Source: an optimization exercise on an open RTL-to-GDS flow (aim: small area). Production flows keep margins and buffers that such runs may drop. Only simulation tests tie the RTL to the original design; equivalence was not proved. Power figures rest on the tool's default switching activity, not on a simulated workload.

==> design.v <==
`timescale 1ns / 1ps
module registerfile(
 input clock, reset, regwrite,
input [4:0] RA, RB , RW,
input [31:0] busw,
output reg [31:0] busa,busb);
(* mem2reg *) reg [31:0] Registers [0:31];   
always@ (*)
begin
busa= (RA == 5'd0) ? 32'd0 : Registers[RA];   
busb= (RB == 5'd0) ? 32'd0 : Registers[RB];
end
integer i;
always @ (posedge clock)
begin
if (reset)
   for ( i=1 ; i <= 31 ; i=i+1)
        Registers[i]<= 32'd0;
else
if(regwrite)
Registers[RW] <= busw;
end
endmodule
`timescale 1ns / 1ps
module getOperand(
output [31:0] operand1,
output reg [31:0] operand2,
input [31:0] instruction,write_data,
input RegDst, clk,reset,extendopt, regwrite,ALUsrc
);
reg [4:0] mux1;
wire [31:0] ALUsrc0;
reg [31:0] extend_out;
registerfile reg1(clk,reset,regwrite,instruction[25:21],instruction[20:16],mux1,write_data,operand1,ALUsrc0);
always@(*)
begin
	if(extendopt)
		extend_out = {{16{instruction[15]}},instruction[15:0]};
	else
		extend_out = {16'd0,instruction[15:0]};
	if(RegDst)
		mux1 = instruction[15:11];
	else
		mux1 = instruction[20:16];
	if(ALUsrc)
		operand2 = extend_out;
	else 
		operand2 = ALUsrc0;
end
endmodule
==> run.sh <==
#!/bin/bash
# synth_recipe.tcl (not shown) runs the flow's synth.tcl, then flattens the netlist and writes it again
# the make line also repeats each setting of config.mk as NAME=value (left out here)
make -C /OpenROAD-flow-scripts/flow DESIGN_CONFIG=/design/flow/config.mk WORK_HOME=/design/flow/orfs CLKGATE_MAP_FILE= SYNTH_SCRIPT=/design/flow/synth_recipe.tcl finish
==> config.mk <==
export PLATFORM = sky130hd
export DESIGN_NAME = getOperand
export DESIGN_NICKNAME = getOperand
export VERILOG_FILES = /design/flow/design.v
export SDC_FILE = /design/flow/constraint.sdc
export NUM_CORES = 4
export LEC_CHECK = 0
export CAP_MARGIN = 20
export CORE_MARGIN = 2
export CORE_UTILIZATION = 30
export SETUP_SLACK_MARGIN = 0.3
export SLEW_MARGIN = 20
==> constraint.sdc <==
create_clock -name core_clock -period 6.0 [get_ports {clk}]
set_input_delay 1.2000 -clock core_clock [delete_from_list [all_inputs] [get_ports {clk}]]
set_output_delay 1.2000 -clock core_clock [all_outputs]
set_load 0.01 [all_outputs]
==> results.cfg, run 1 <==
[run]
drv_cap = 0

[synth]
synth_area_um2 = 47900
synth-edff-count = 0
synth_top_flop_cell = dfxtp_1
ys_seq_area_frac = 0.415
syn_avg_cell_area_um2 = 7.60
syn_nets = 6377
syn_inst = 6307
async_flop_share = 0
ys_warn_count = 2
ys_types = 73
ys_ff_latch = 992

[timing]
rsz0062_at_grt = yes
max_freq_mhz = 172
finalCritPeriodShare = 0.968
finalMaxSlewViolations = 0
worst_pin_slew_ns = 1.18
finalCriticalPeriod_ns = 5.81
fin_worst_skew_ns = 0
hold_viol_final = 0
relSlewSlack = 0.211
setup_tns_ns = 0
setup_violations = 0

[finish]
syn_to_final_growth_pct = 21.7
utilization = 0.368
drive_above_1_share = 0.127
largest_reg_flops = 992
multi_input_area_um2 = 25900
nFillCells = 16400
regMostFlops = reg1.Registers
area.sequential_um2 = 19900
largestRegisters = reg1.Registers x992
fin_nets = 6429
fin_cells = 8556

[clock_tree]
cts_tree = built
insertion_delay_ns = 0.80
h-tree-depth = 3
cts.sinks = 992
clkSlewWorstSetupHoldPaths_ns = 0.06
cts_buffers = 112
cts_hold_buf = 0
cts_root_buf = clkbuf_16
cts_buffer_depth = 3

[hold_path]
hold_path_class = flop to flop

[power_and_ir_drop]
powerDensity_nw_per_um2 = 268
finalPower_uw = 15600
ir_drop_mv = 0.243
p_leak_uw = 0.0191

[global_routing]
grt_max_degree = 169
grt_pass1_vias = 51400
antenna_found_initial = 38
overflow = 0
grt_use_total = 0.404
grt_first_pass_wirelength_um = 452000

[drt]
viasPerCell = 6.71
antenna_left = 0
drt-initial-drc-count = 12200
vias = 57500
wire_per_inst_um = 40.1
drt_wl_total_um = 343000
firstDrtPassIters = 13
drc_errors = 0

[critical_path]
r2r_end = reg1.Registers[6][30]
path_class = primary input to output pin
path_cells = clkdlybuf4s50_1, buf_12, nand2b_2, buf_4, nor3_4, buf_4, a22oi_1, nand2_1, nor4_1, a21oi_1, clkdlybuf4s50_1
crit_fanout = 22
cpMaxStageDelayCell = clkdlybuf4s50_1
crit_cells = 11
critical_path.startpoint = instruction[25]
crit_end = operand1[20]
end_kind = output pin
reg2reg_depth = 2
r2r-start = reg1.Registers[6][30]
worstPathArrival_ns = 4.61
required_ns = 4.80
r2r_slack_ns = 5.16
crit_buf_inv = 5
critPathMaxStageDelay_ns = 0.55
crit_family = buffers and inverters
cp-start-kind = primary input

[place]
post-place-cells = 8307
hpwl_um = 215000
io_buffers = 127
gp_congestion = 1.04

[die]
rows = 146
core-area_um2 = 159000
chipWidth_um = 404
initial_core_util = 0.302
dieArea_um2 = 163000
io_pins = 134
dieHeight_um = 404

[outcome]
status = finished clean
-- cell families (layout without fill, tap and decap cells) --
family	Yosys count	in the layout	share of synthesized area
and+or+nand+nor	2491	2491	0.214
other	0	27	0
AOI/OAI and AO/OA	1890	1890	0.252
DFF	992	992	0.415
buffers and inverters	642	792	0.0584
muxes	292	292	0.0615
-- through the flow --
step | area, um2 | worst slack (ns) | hold WS (ns)
CTS | 58200 | 0.309 | 0.470
floorplan | 47900 | 1.96 | 0.444
finish | 58300 | 0.189 | 0.471
global placement | 54200 | -0.0471 | 0.455
detailed placement | 54100 | -0.111 | 0.461
global route | 58200 | 0.268 | 0.486
-- cells in the final DEF, fill, tap and decap left out, types with 19 or more instances in the layout --
cell and instances:
nand2_1 1751, diode_2 27, a21oi_1 886, nor3_1 70, clkdlybuf4s50_1 105, a2111oi_0 19
dfxtp_1 992, a22oi_1 727, nor2_4 78, or2_2 28, nand3_1 47, a22o_1 32
buf_4 334, nor4_1 20, clkbuf_16 113, mux2i_1 272, nand4_1 97, a221oi_1 26
nor2_1 292, clkinv_2 28, buf_12 108, mux2_2 20, and3_1 26, o21ai_0 53
a222oi_1 30
-- final cells by class --
type,count,share of cell area
diodes,27,0.00116
flip-flops and latches,992,0.341
clock inverters,63,0.0138
well taps,2072,0.0445
inverters,12,0.000773
repair buffers,568,0.100
multi-input cells,4673,0.445
clock buffers,149,0.0539
-- where the power goes --
group / internal (uW) / leakage, uW / switching (uW)
clock: 4310 / 0.00192 / 3250
sequential: 6640 / 0.00799 / 57.6
combinational: 330 / 0.00914 / 1060
-- worst min-delay path by stage --
stage | from | end | slack, ns | cells past startpoint
floorplan | reg1.Registers[9][19] | reg1.Registers[9][19] | 0.44 | 2
global placement | reg1.Registers[23][9] | reg1.Registers[23][9] | 0.46 | 2
detailed placement | reg1.Registers[22][3] | reg1.Registers[22][3] | 0.46 | 2
CTS | reg1.Registers[14][17] | reg1.Registers[14][17] | 0.47 | 2
global route | reg1.Registers[8][6] | reg1.Registers[8][6] | 0.49 | 2
finish | reg1.Registers[22][3] | reg1.Registers[22][3] | 0.47 | 2
-- Yosys cell counts (all sizes together) (3+ instances only) --
cell	number	area (um2)
nand2	1754	6590
dfxtp	992	19900
a21oi	888	4440
a22oi	727	5460
clkbuf	397	1490
nor2	375	1480
mux2i	272	2720
buf	233	1260
nand4	97	607
nor3	78	400
o21ai	60	300
nand3	48	245
a22o	32	280
a222oi	30	300
or2	30	188
and3	27	169
a221oi	26	228
a2111oi	24	216
nor4	22	138
a31oi	20	140
mux2	20	225
a32oi	17	149
nand2b	13	81.3
inv	12	45.0
nand3b	12	93.8
a211oi	10	75.1
o22ai	10	62.6
a221o	8	80.1
nor2b	8	50.1
o211ai	7	52.6
and2	6	37.5
nor3b	5	37.5
o221ai	5	43.8
and3b	4	35.0
o2bb2ai	4	35.0
or3b	4	35.0
a211o	3	26.3
a2bb2oi	3	26.3
a32o	3	30.0
-- worst min-delay path: cells and delay by family (launching register included) --
kind	cells	cell delay, ns
AOI/OAI and AO/OA	1	0.05
DFF	1	0.32
and+or+nand+nor	1	0.05
-- layer usage --
layer / vias to the layer above / global-route usage / wire [um]
met5: - / 0.00862 / 240
met2: 5864 / 0.538 / 131000
met1: 27400 / 0.503 / 124000
li1: 22400 / - / -
met4: 22 / 0.322 / 32600
met3: 1760 / 0.169 / 55200
-- repair_timing --
action,CTS,global route
setup buffers,4,6
resized for setup,8,12
endpoints found under the setup margin,12,22
pin swaps,1,1
==> run 2, diff against run 1 <==
==> design.v (replaced) <==
module rf_aoi222(input a1, a2, b1, b2, c1, c2, output y);
  assign y = ~((a1 & a2) | (b1 & b2) | (c1 & c2));
endmodule
module rf_aoi22(input a1, a2, b1, b2, output y);
  assign y = ~((a1 & a2) | (b1 & b2));
endmodule
module rf_nand2(input a, b, output y);
  assign y = ~(a & b);
endmodule
module rf_nand11(input [10:0] n, output y);
  assign y = ~&n;
endmodule
module rf_readbit(input [31:1] sel, input [31:1] d, input x1, x2, output y);
  wire [10:0] n;
  genvar g;
  generate
    for (g = 0; g < 10; g = g + 1) begin : g_aoi
      rf_aoi222 u(.a1(sel[3*g+1]), .a2(d[3*g+1]),
                  .b1(sel[3*g+2]), .b2(d[3*g+2]),
                  .c1(sel[3*g+3]), .c2(d[3*g+3]), .y(n[g]));
    end
  endgenerate
  rf_aoi22 u_last(.a1(sel[31]), .a2(d[31]), .b1(x1), .b2(x2), .y(n[10]));
  rf_nand11 u_or(.n(n), .y(y));
endmodule
module rf_readbit_a(input [31:1] sel, input [31:1] d, output y);
  wire [10:0] n;
  genvar g;
  generate
    for (g = 0; g < 10; g = g + 1) begin : g_aoi
      rf_aoi222 u(.a1(sel[3*g+1]), .a2(d[3*g+1]),
                  .b1(sel[3*g+2]), .b2(d[3*g+2]),
                  .c1(sel[3*g+3]), .c2(d[3*g+3]), .y(n[g]));
    end
  endgenerate
  rf_nand2 u_last(.a(sel[31]), .b(d[31]), .y(n[10]));
  rf_nand11 u_or(.n(n), .y(y));
endmodule
module getOperand(
  output [31:0] operand1,
  output [31:0] operand2,
  input  [31:0] instruction, write_data,
  input         RegDst, clk, reset, extendopt, regwrite, ALUsrc
);
  wire [4:0]  rs   = instruction[25:21];
  wire [4:0]  rt   = instruction[20:16];
  wire [4:0]  wreg = RegDst ? instruction[15:11] : instruction[20:16];
  wire [31:0] imm  = {{16{extendopt & instruction[15]}}, instruction[15:0]};
  wire [31:0] wdata = reset ? 32'd0 : write_data;
  reg  [31:0] Registers [1:31];
  wire [31:1] selA, selB;
  wire [31:1] col [0:31];
  genvar i, b;
  generate
    for (i = 1; i < 32; i = i + 1) begin : g_reg
      wire wen = reset | (regwrite & (wreg == i));
      always @(posedge clk)
        if (wen) Registers[i] <= wdata;
      assign selA[i] = (rs == i);
      assign selB[i] = (rt == i) & ~ALUsrc;
      for (b = 0; b < 32; b = b + 1) begin : g_col
        assign col[b][i] = Registers[i][b];
      end
    end
    for (b = 0; b < 32; b = b + 1) begin : g_bit
      rf_readbit_a u_a(.sel(selA), .d(col[b]), .y(operand1[b]));
      rf_readbit   u_b(.sel(selB), .d(col[b]), .x1(ALUsrc), .x2(imm[b]),
                       .y(operand2[b]));
    end
  endgenerate
endmodule
--- a/config.mk
+++ b/config.mk
@@ -8,5 +8,5 @@
 export CAP_MARGIN = 20
 export CORE_MARGIN = 2
-export CORE_UTILIZATION = 30
-export SETUP_SLACK_MARGIN = 0.3
+export CORE_UTILIZATION = 50
 export SLEW_MARGIN = 20
+export SYNTH_HIERARCHICAL = 1
==> run 2 against run 1 <==
Effect of this change: largest cell class is now flip-flops and latches; final cell count shrank 58%; synthesized cell count is 66% lower; sequential share of layout area is 29 points higher; combinational power shrank about 10%; flip-flop and latch count unchanged; clock power is 18% lower; first-iteration DRC count shrank 36%.
==> results.cfg, run 2 <==
[synth]
synth_area_leaders = edfxtp_1 76%, a222oi_1 16%, nand4_1 2.0%, or3_1 1.0%, a22oi_2 1.0%
synth_common_cells = 992 x edfxtp_1, 640 x a222oi_1, 128 x nand4_1, 67 x nand3_1, 66 x or3_1
syn_avg_cell_area_um2 = 18.4
synth_top_flop_cell = edfxtp_1
async_flop_share = 0
synth_area_um2 = 39400
synth_top_area_frac = 0.755
yosys.area.top_type = edfxtp_1
ys_types = 30
synth.most_common_cell = edfxtp_1
ys_seq_area_frac = 0.755
syn_nets = 2219
ys_warn_count = 9
syn_inst = 2149
synth-edff-count = 992
ys_ff_latch = 992

[drt]
drt-initial-drc-count = 7758
drc_errors = 0
wire_per_inst_um = 39.4
viasPerCell = 7.94
antenna_left = 0
vias = 28700
firstDrtPassIters = 11
drt_wl_total_um = 142000

[clock_tree]
cts_buffer_depth = 3
cts_root_buf = clkbuf_16
cts_tree = built
cts_setup_buffers = 0
cts-resized-gates = 0
cts_hold_buf = 0
cts.sinks = 992
cts_buffers = 101
clkSlewWorstSetupHoldPaths_ns = 0.06
h-tree-depth = 3

[global_routing]
grt_pass1_vias = 27500
grt_first_pass_wirelength_um = 197000
antenna_found_initial = 3
use_met1 = 0.480
overflow = 0
grt.busiest_layer = met2
grt_use_met2 = 0.500
grt_max_degree = 44
grt_use_total = 0.341
grt.met3_usage = 0.0724

[critical_path]
cpMaxStageDelayCell = nor2_4
crit_fanout = 26
critPathMaxStageDelay_ns = 0.86
crit_family = simple AND/OR/NAND/NOR gates
path_class = primary input to output pin
end_kind = output pin
path_cells = clkdlybuf4s50_1, or3_1, nor2_4, buf_4, a222oi_1, nand4_1, or3_1, clkdlybuf4s50_1
worstPathArrival_ns = 4.74
crit_buf_inv = 3
required_ns = 4.80
cp-start-kind = primary input

[hold_path]
holdPathEnd = Registers[18][12]
hold_path_class = primary input to flop
min_path_cells = 2
hp-start = write_data[12]

[power_and_ir_drop]
p_clk_frac = 0.387
finalPower_uw = 16100
intPower_uw = 12300
power_frac_comb = 0.078
p_leak_uw = 0.0152
p_sw_frac = 0.232
p_seq_frac = 0.535
net-switching-power_uw = 3740
ir_drop_mv = 0.217
powerDensity_nw_per_um2 = 341

[finish]
largestRegisters = Registers x992
nFillCells = 5685
regMostFlops = Registers
largest_reg_flops = 992
final_cell_mix = 992 x edfxtp_1, 640 x a222oi_1, 128 x nand4_1
fin_nets = 2557
drive_above_1_share = 0.170
final_common_cell = edfxtp_1
fin_area_um2 = 47100
syn_to_final_growth_pct = 19.4

[timing]
relSlewSlack = 0.232
setup_violations = 0
hold_viol_final = 0
finalCritPeriodShare = 0.989
setup_tns_ns = 0
worst_pin_slew_ns = 1.15
max_freq_mhz = 168
rsz0062_at_grt = no
finalCriticalPeriod_ns = 5.94
finalMaxSlewViolations = 0

[die]
rows = 102
core-area_um2 = 77700
dieHeight_um = 285
io_pins = 134
initial_core_util = 0.507
dieArea_um2 = 81100
chipWidth_um = 285

[place]
gp_congestion = 0.963
hpwl_um = 83400
io_buffers = 127
placed_area_um2 = 43700

[outcome]
status = finished clean

[run]
drv_cap = 0
## run 2: cell types whose count changed after synthesis, moves of 271 or more
cell / change
a22oi_1: -727
mux2i_1: -271
dfxtp_1: -992
clkbuf_1: -385
nand2_1: -1708
a222oi_1: +610
edfxtp_1: +992
a21oi_1: -888
nor2_1: -297
## run 2: metal layers
metal,up-vias,part of all wire
met5,-,0.00016
met4,4,0.060
met3,368,0.14
met2,2546,0.43
met1,14400,0.37
li1,11400,-
## run 2: power by group through the flow
stage	registers, uW	logic [uW]	clock network (uW)
floorplan	8650	509	0
global placement	8680	1180	0
detailed placement	8740	1200	0
CTS	8590	1210	6260
global route	8660	1270	6530
finish	8610	1250	6220
## run 2: Yosys stat by module (local to each module, per instance), a selection
| module | cell area, um2 | times used |
|---|---|---|
| getOperand | 31000 | 1 |
| rf_aoi22 | 12.5 | 32 |
| rf_aoi222 | 10.0 | 640 |
| rf_nand11 | 23.8 | 64 |
| rf_nand2 | 3.75 | 32 |
## run 2: logic make-up after synthesis
family / count (synthesis) / synth area share
and+or+nand+nor: 421 / 0.0581
muxes: 1 / 0.000254
buffers and inverters: 24 / 0.00292
DFF: 992 / 0.755
AOI/OAI and AO/OA: 711 / 0.183
## run 2: final cells by class
cell class | count | area (um2) | share of cell area
inverter | 4 | 15.0 | 0.000319
timing repair buffer | 255 | 2600 | 0.0552
clock inverter | 59 | 562 | 0.0119
tap | 1040 | 1300 | 0.0276
antenna | 1 | 2.50 | 0.0000531
multi-input combinational | 1133 | 10100 | 0.215
sequential | 992 | 29800 | 0.633
clock buffer | 124 | 2680 | 0.0569
## run 2: how the worst max path moves through the flow
stage              endpoint             from  cells past startpoint  slack, ns
5_1_grt         operand1[2]  instruction[25]                      8       0.04
6_report        operand1[2]  instruction[25]                      8       0.06
2_1_floorplan   operand2[0]  instruction[18]                      6       0.89
3_5_place_dp    operand1[2]  instruction[25]                      8       0.15
4_1_cts         operand1[2]  instruction[25]                      8       0.15
3_3_place_gp   operand1[19]  instruction[25]                      7       0.17
## run 2: through the flow
step                worst slack (ns)  hold WS, ns  utilization  instances
global route                  0.0443         1.38        0.606       3607
detailed placement             0.151         2.06        0.562       3421
finish                        0.0635         1.37        0.606       3608
floorplan                      0.895         1.74            -       2149
global placement               0.168         2.16        0.561       3420
CTS                            0.149         1.38        0.603       3604
==> run 3, diff against run 2 <==
==> flow/run.sh (new file) <==
#!/bin/bash
# Standard layout, with the smallest port buffers and a clock tree of
# clkbuf_8 leaf clusters without dummy loads.
set -euo pipefail
bash standard.sh \
  "BUFFER_PORTS_ARGS=-buffer_cell sky130_fd_sc_hd__buf_1" \
  "CTS_ARGS=-sink_clustering_enable -repair_clock_nets -dont_use_dummy_load -buf_list sky130_fd_sc_hd__clkbuf_8 -sink_clustering_size 15 -sink_clustering_max_diameter 80" \
  finish > make_finish.log 2>&1
==> standard.sh (new file) <==
#!/bin/bash
# synth_recipe.tcl (not shown) runs the flow's synth.tcl, then flattens the netlist and writes it again
# the make line also repeats each setting of config.mk as NAME=value (left out here)
make -C /OpenROAD-flow-scripts/flow DESIGN_CONFIG=/design/flow/config.mk WORK_HOME=/design/flow/orfs CLKGATE_MAP_FILE= SYNTH_SCRIPT=/design/flow/synth_recipe.tcl "${@:-finish}"
removed: run.sh
==> run 3 against run 2 <==
Effect of this change: still clean on timing, DRC and antenna; non-clock buffer count is 11 lower; setup slack better by 0.47 ns; global-route usage is 0.28 points higher; flip-flop and latch count stayed put; first-iteration DRC count is 4.8% lower; core utilization is 4.3 points lower; synthesized area stayed put; largest power group unchanged; highest routed layer unchanged.
==> results.cfg, run 3 <==
[die]
chipWidth_um = 285
rows = 102
dieArea_um2 = 81100
dieHeight_um = 285
core-area_um2 = 77700
initial_core_util = 0.507
io_pins = 134

[clock_tree]
cts-resized-gates = 0
cts_buffer_depth = 3
cts_tree = built
cts_setup_buffers = 0
cts_buffers = 76
cts_root_buf = clkbuf_8
h-tree-depth = 3
cts_hold_buf = 0
clkSlewWorstSetupHoldPaths_ns = 0.10
cts.sinks = 992

[place]
placed_area_um2 = 42500
hpwl_um = 84300
io_buffers = 127
gp_congestion = 1.02

[timing]
setup_tns_ns = 0
finalCritPeriodShare = 0.911
rsz0062_at_grt = no
hold_viol_final = 0
relSlewSlack = 0.247
worst_pin_slew_ns = 1.13
setup_violations = 0
max_freq_mhz = 183
finalCriticalPeriod_ns = 5.47
finalMaxSlewViolations = 0

[synth]
synth_common_cells = 992 x edfxtp_1, 640 x a222oi_1, 128 x nand4_1, 67 x nand3_1, 66 x or3_1
synth_area_um2 = 39400
ys_ff_latch = 992
synth_top_flop_cell = edfxtp_1
async_flop_share = 0
syn_nets = 2219
yosys.area.top_type = edfxtp_1
ys_warn_count = 9
synth_area_leaders = edfxtp_1 76%, a222oi_1 16%, nand4_1 2.0%, or3_1 1.0%, a22oi_2 1.0%
synth.most_common_cell = edfxtp_1
ys_seq_area_frac = 0.755
syn_avg_cell_area_um2 = 18.4
synth-edff-count = 992
syn_inst = 2149
synth_top_area_frac = 0.755
ys_types = 30

[finish]
fin_area_um2 = 43800
syn_to_final_growth_pct = 11.0
fin_nets = 2521
regMostFlops = Registers
nFillCells = 6003
largestRegisters = Registers x992
drive_above_1_share = 0.148
final_common_cell = edfxtp_1
largest_reg_flops = 992
final_cell_mix = 992 x edfxtp_1, 640 x a222oi_1, 128 x nand4_1

[critical_path]
crit_family = simple AND/OR/NAND/NOR gates
crit_fanout = 22
cp-start-kind = primary input
required_ns = 4.80
end_kind = output pin
worst_path_most_repeated_cell = buf_1
path_cells = buf_1, nor2b_1, nand2_1, nor2_4, buf_4, a222oi_1, nand4_1, or3_1, buf_1
crit_buf_inv = 3
path_class = primary input to output pin
cpMaxStageDelayCell = nor2_4
critPathMaxStageDelay_ns = 0.83
worstPathArrival_ns = 4.27

[power_and_ir_drop]
p_sw_frac = 0.250
intPower_uw = 9710
ir_drop_mv = 0.171
net-switching-power_uw = 3230
power_frac_comb = 0.087
p_seq_frac = 0.664
p_leak_uw = 0.0137
powerDensity_nw_per_um2 = 296
p_clk_frac = 0.250

[drt]
drt_wl_total_um = 143000
wire_per_inst_um = 41.1
vias = 28500
drt-initial-drc-count = 7386
viasPerCell = 8.15
drc_errors = 0
antenna_left = 0
firstDrtPassIters = 12

[run]
drv_cap = 0

[global_routing]
grt_use_total = 0.343
overflow = 0
antenna_found_initial = 4
grt_max_degree = 43
grt_first_pass_wirelength_um = 198000
grt_pass1_vias = 27000

[outcome]
status = finished clean

[hold_path]
hold_path_class = primary input to flop
min_path_cells = 2
holdPathEnd = Registers[18][23]
hp-start = write_data[23]
run 3: routing by layer:
| metal | share of wire | global-route usage | vias up |
|---|---|---|---|
| met5 | 0.00052 | 0.00407 | - |
| met4 | 0.055 | 0.163 | 6 |
| met1 | 0.36 | 0.488 | 14300 |
| met2 | 0.44 | 0.504 | 2649 |
| met3 | 0.15 | 0.0795 | 361 |
| li1 | - | - | 11200 |
run 3: area by class of cell:
type | instances | area [um2] | area share
multi-input cells | 1133 | 10200 | 0.232
clock buffers | 76 | 1050 | 0.0239
diodes | 4 | 10.0 | 0.000229
repair buffers | 244 | 1450 | 0.0331
flip-flops and latches | 992 | 29800 | 0.681
inverters | 4 | 15.0 | 0.000343
well taps | 1040 | 1300 | 0.0297
run 3: worst max path at each step:
| stage | to | cells past startpoint | slack, ns | from |
|---|---|---|---|---|
| after floorplan | operand2[0] | 6 | 0.89 | instruction[18] |
| after global placement | operand2[17] | 8 | 0.60 | instruction[18] |
| after detailed placement | operand2[17] | 8 | 0.56 | instruction[18] |
| after CTS | operand2[17] | 8 | 0.55 | instruction[18] |
| after global routing | operand2[9] | 9 | 0.53 | instruction[18] |
| final | operand2[9] | 9 | 0.53 | instruction[18] |
run 3: logic make-up (layout without fill, tap and decap cells):
group           count (synthesis)  in the layout  synth area share
compound gates                711            711             0.183
buf+inv                        24            324           0.00292
flops                         992            992             0.755
mux                             1              1          0.000254
other cells                     0              4                 0
simple gates                  421            421            0.0581
run 3: modules after synthesis (local to each module, per instance), a selection:
module	flops+latches	cell area, um2
rf_nand11	0	23.8
getOperand	992	31000
rf_nand2	0	3.75
rf_aoi22	0	12.5
rf_aoi222	0	10.0
run 3: per-stage QoR:
step | hold slack (ns) | worst slack [ns] | util | total power, uW | std cells
floorplan | 1.74 | 0.895 | - | 9160 | 2149
global placement | 1.83 | 0.604 | 0.546 | 9730 | 3409
detailed placement | 1.71 | 0.565 | 0.547 | 9800 | 3409
CTS | 0.947 | 0.553 | 0.560 | 12900 | 3485
global route | 0.951 | 0.531 | 0.563 | 13300 | 3492
finish | 0.974 | 0.531 | 0.563 | 12900 | 3493
run 3: power groups by stage:
stage / clock network (uW) / registers, uW / logic (uW)
2_1_floorplan: 0 / 8650 / 509
3_3_place_gp: 0 / 8680 / 1050
3_5_place_dp: 0 / 8730 / 1070
4_1_cts: 3250 / 8570 / 1070
5_1_grt: 3500 / 8650 / 1140
6_report: 3230 / 8590 / 1120

## what the ideal ports hide
Ports are ideal in the flow. The routed layouts listed here were re-timed in OpenROAD. Step 1: set_driving_cell puts a clkbuf_16 on clk and a buf_2 on each other input, an assumption about the parent block. Step 2, shift: input delay + t, output delay - t, t = (earliest + latest rising clock arrival at the registers) / 2. This alone moves slack from input paths to output paths. a / b / c = ideal / step 1 / step 2; a / b = the first two.
run | t (ns) | slack for setup (ns) | worst setup path after step 2 | clock arrival spread, ns
run 1 | 0.897 | 0.189 / 0.161 / 0.161 | input to output | 0.078 / 0.078
run 2 | 0.721 | 0.064 / 0.036 / 0.036 | input to output | 0.034 / 0.034
run 3 | 0.754 | 0.531 / 0.509 / 0.509 | input to output | 0.063 / 0.064
After both steps every run listed still meets setup and hold.
